Background: an optimization exercise with open tools, aiming at small area. Do not read the settings as production practice.
At most, simulation tests tie the RTL to the original design; equivalence was not proved.
Power figures rest on the tool's default switching activity, not on a simulated workload.

## main
==> module main, before the edit <==
module main(
    clock, reset, instruction, in_pc, out_pc, alu_op, reg_dst, jumpp, branch, reg_write,  mem_read, mem_to_reg, mem_write, ALU_src,
    read_data1, read_data2, alu_control, alu_out, out_sign, out_put_mux, read_data, ram_reg, pc_add, jump_j
    );
    input clock;
    input reset;
    input wire [7:0] instruction;
    output wire [7:0] in_pc;
    output reg  [7:0] out_pc;
    output wire [1:0] alu_op;
    output wire reg_dst, jumpp, branch, reg_write, mem_read, mem_to_reg, mem_write, ALU_src;
    output wire [7:0] read_data1, read_data2;
    output wire [2:0] alu_control;
    output wire [7:0] alu_out, out_sign, out_put_mux, read_data, ram_reg, pc_add, jump_j;
    wire [2:0] op = instruction[7:5];
    wire b4 = instruction[4];
    wire b3 = instruction[3];
    wire [2:0] f = instruction[2:0];
    wire is_lw   = (op == 3'b001);
    wire is_sw   = (op == 3'b010);
    wire is_j    = (op == 3'b011);
    wire is_rr   = (op == 3'b100) | (op == 3'b110);
    wire is_addi = (op == 3'b101);
    assign reg_dst    = is_rr;
    assign reg_write  = is_lw | is_rr | is_addi;
    assign mem_read   = is_lw;
    assign mem_to_reg = is_lw;
    assign mem_write  = is_sw;
    assign ALU_src    = is_lw | is_sw | is_addi;
    assign jumpp      = is_j;
    assign branch     = 1'b0;
    assign alu_op     = {is_rr | is_addi, is_j | is_addi};
    wire f000 = (f == 3'b000);
    wire f010 = (f == 3'b010);
    assign alu_control = is_rr ? {1'b0, f010, f000} : {1'b0, is_j, ~is_j};
    reg [7:0] r0, r1;
    assign read_data1 = b3 ? r1 : r0;
    assign read_data2 = b4 ? r1 : r0;
    assign out_sign    = {5'b0, f};
    assign out_put_mux = ALU_src ? out_sign : read_data2;
    wire alu_sub = alu_control[1];
    wire [7:0] alu_sum = read_data1 + (out_put_mux ^ {8{alu_sub}}) + {7'd0, alu_sub};
    assign alu_out = (alu_control[0] | alu_control[1]) ? alu_sum : 8'd0;
    wire [3:0] rlo = b3 ? r1[3:0] : r0[3:0];
    wire [4:0] lsum = {1'b0, rlo} + {2'b0, f};
    wire c4 = lsum[4];
    wire [15:0] hd0, hd1;
    wire [15:0] lo_n, hr_n;    
    genvar i, b;
    generate
        for (i = 0; i < 16; i = i + 1) begin : pd
            assign hd0[i] = (r0[7:4] == i);
            assign hd1[i] = (r1[7:4] == i);
            assign lo_n[i] = ~(lsum[3:0] == i);
            assign hr_n[i] = ~(c4 ? (b3 ? hd1[(i + 15) % 16] : hd0[(i + 15) % 16])
                                  : (b3 ? hd1[i] : hd0[i]));
        end
    endgenerate
    reg [7:0] mem [0:255];
    wire [7:0] mem_q;      
    wire [7:0] wdata = mem_write ? read_data2 : mem_q;
    wire [255:0] sel, sel_w;    
    generate
        for (i = 0; i < 256; i = i + 1) begin : g
            cell_nor2 u_sel (.a(hr_n[i/16]), .b(lo_n[i%16]), .y(sel[i]));
            cell_nor2 u_selw (.a(hr_n[i/16]), .b(lo_n[i%16]), .y(sel_w[i]));
            always @(posedge clock)
                if (sel_w[i]) mem[i] <= wdata;
        end
    endgenerate
    wire [7:0] rd;
    generate
        for (b = 0; b < 8; b = b + 1) begin : rb
            wire [85:0] l1_n;
            for (i = 0; i < 85; i = i + 1) begin : l1
                cell_aoi222 u (.a0(sel[3*i]), .b0(mem[3*i][b]), .a1(sel[3*i+1]), .b1(mem[3*i+1][b]),
                               .a2(sel[3*i+2]), .b2(mem[3*i+2][b]), .y(l1_n[i]));
            end
            cell_nand2 u_l1_last (.a(sel[255]), .b(mem[255][b]), .y(l1_n[85]));
            wire [21:0] l2;
            for (i = 0; i < 21; i = i + 1) begin : l2g
                cell_nand4 u (.a(l1_n[4*i]), .b(l1_n[4*i+1]), .c(l1_n[4*i+2]), .d(l1_n[4*i+3]), .y(l2[i]));
            end
            cell_nand2 u_l2_last (.a(l1_n[84]), .b(l1_n[85]), .y(l2[21]));
            wire [10:0] l3_n;
            for (i = 0; i < 11; i = i + 1) begin : l3g
                cell_nor2 u (.a(l2[2*i]), .b(l2[2*i+1]), .y(l3_n[i]));
            end
            wire [2:0] l4;
            cell_nand4 u_l4a (.a(l3_n[0]), .b(l3_n[1]), .c(l3_n[2]), .d(l3_n[3]), .y(l4[0]));
            cell_nand4 u_l4b (.a(l3_n[4]), .b(l3_n[5]), .c(l3_n[6]), .d(l3_n[7]), .y(l4[1]));
            cell_nand3 u_l4c (.a(l3_n[8]), .b(l3_n[9]), .c(l3_n[10]), .y(l4[2]));
            assign mem_q[b] = l4[0] | l4[1] | l4[2];
            assign rd[b] = mem_q[b] & mem_read;
        end
    endgenerate
    assign read_data = rd;
    assign ram_reg = mem_to_reg ? read_data : alu_out;
    assign pc_add = out_pc + 8'd1;
    assign jump_j = {3'b000, instruction[4:0]};
    assign in_pc  = jumpp ? jump_j : pc_add;
    always @(posedge clock) begin
        if (reset) begin
            out_pc <= 8'd0;
            r0 <= 8'd5;
            r1 <= 8'd1;
        end else begin
            out_pc <= in_pc;
            if (reg_write) begin
                if (b3) r1 <= ram_reg; else r0 <= ram_reg;
            end
        end
    end
endmodule
make LEC_CHECK=0 CAP_MARGIN=20 CORE_MARGIN=2 CORE_UTILIZATION=55 CTS_CLUSTER_DIAMETER=150 CTS_CLUSTER_SIZE=24 SETUP_SLACK_MARGIN=0.1 SLEW_MARGIN=20 SYNTH_HIERARCHICAL=1 SYNTH_MINIMUM_KEEP_SIZE=0 finish   # period 10.5 ns
run.sh (not shown) runs the stock make flow with config.mk's settings and CLKGATE_MAP_FILE= SYNTH_SCRIPT=/design/flow/synth_recipe.tcl, a recipe that flattens the netlist after the stock synthesis.
main finished all stages; the layout is clean.
Input changes introduced in the feature branch (baseline for comparison: main):
--- a/flow/design.v
+++ b/flow/design.v
@@ -61,11 +61,10 @@
     wire [7:0] mem_q;      
     wire [7:0] wdata = mem_write ? read_data2 : mem_q;
-    wire [255:0] sel, sel_w;    
+    wire [255:0] sel;
     generate
         for (i = 0; i < 256; i = i + 1) begin : g
             cell_nor2 u_sel (.a(hr_n[i/16]), .b(lo_n[i%16]), .y(sel[i]));
-            cell_nor2 u_selw (.a(hr_n[i/16]), .b(lo_n[i%16]), .y(sel_w[i]));
             always @(posedge clock)
-                if (sel_w[i]) mem[i] <= wdata;
+                if (sel[i]) mem[i] <= wdata;
         end
     endgenerate
- In terms of maximum frequency, main and the feature branch differ only marginally.
- The run with more routed wire is main, not the feature branch.
- On power, the feature branch tracks main almost exactly.
- Per the comparison of the feature branch with main, via count fell by 805; total global-route track usage fell by 0.89 points.
- Going from main to the feature branch, arrival time at the worst endpoint was more or less identical, non-clock buffer count went up by 288, cell area went up by about 1.2%.
- The count of clock-net buffers in the final layout number comes out lower for main vs the feature branch.
- Diff main -> the feature branch | detailed-route vias per instance | down by a few percent
No functional check of the RTL was part of the feature branch.

separate check: timing with driven ports:
Ports are ideal in the flow. The routed layouts listed here were re-timed in OpenROAD.
Step 1 assumes that a clkbuf_16 drives the clock port and a buf_2 every other input.
Step 2 also shifts input and output timing later by t, the mid clock arrival at the registers, as if the neighbouring blocks saw the same clock.
Three values: ideal, step 1, step 2; two values: the first two.
run	shift t [ns]	setup WS [ns]	latest minus earliest clock arrival (ns)	worst register clock-pin slew, ns	cell pins on the clock port's net
main	0.807	0.207 / 0.183 / 0.183	0.038 / 0.038	0.11 / 0.11	1
the feature branch	0.810	0.196 / 0.169 / 0.169	0.041 / 0.041	0.10 / 0.10	1
After both steps every run listed still meets setup and hold. For the feature branch, which loses most, drivers alone change the setup slack by -0.027 ns; drivers and shift together by -0.027 ns.
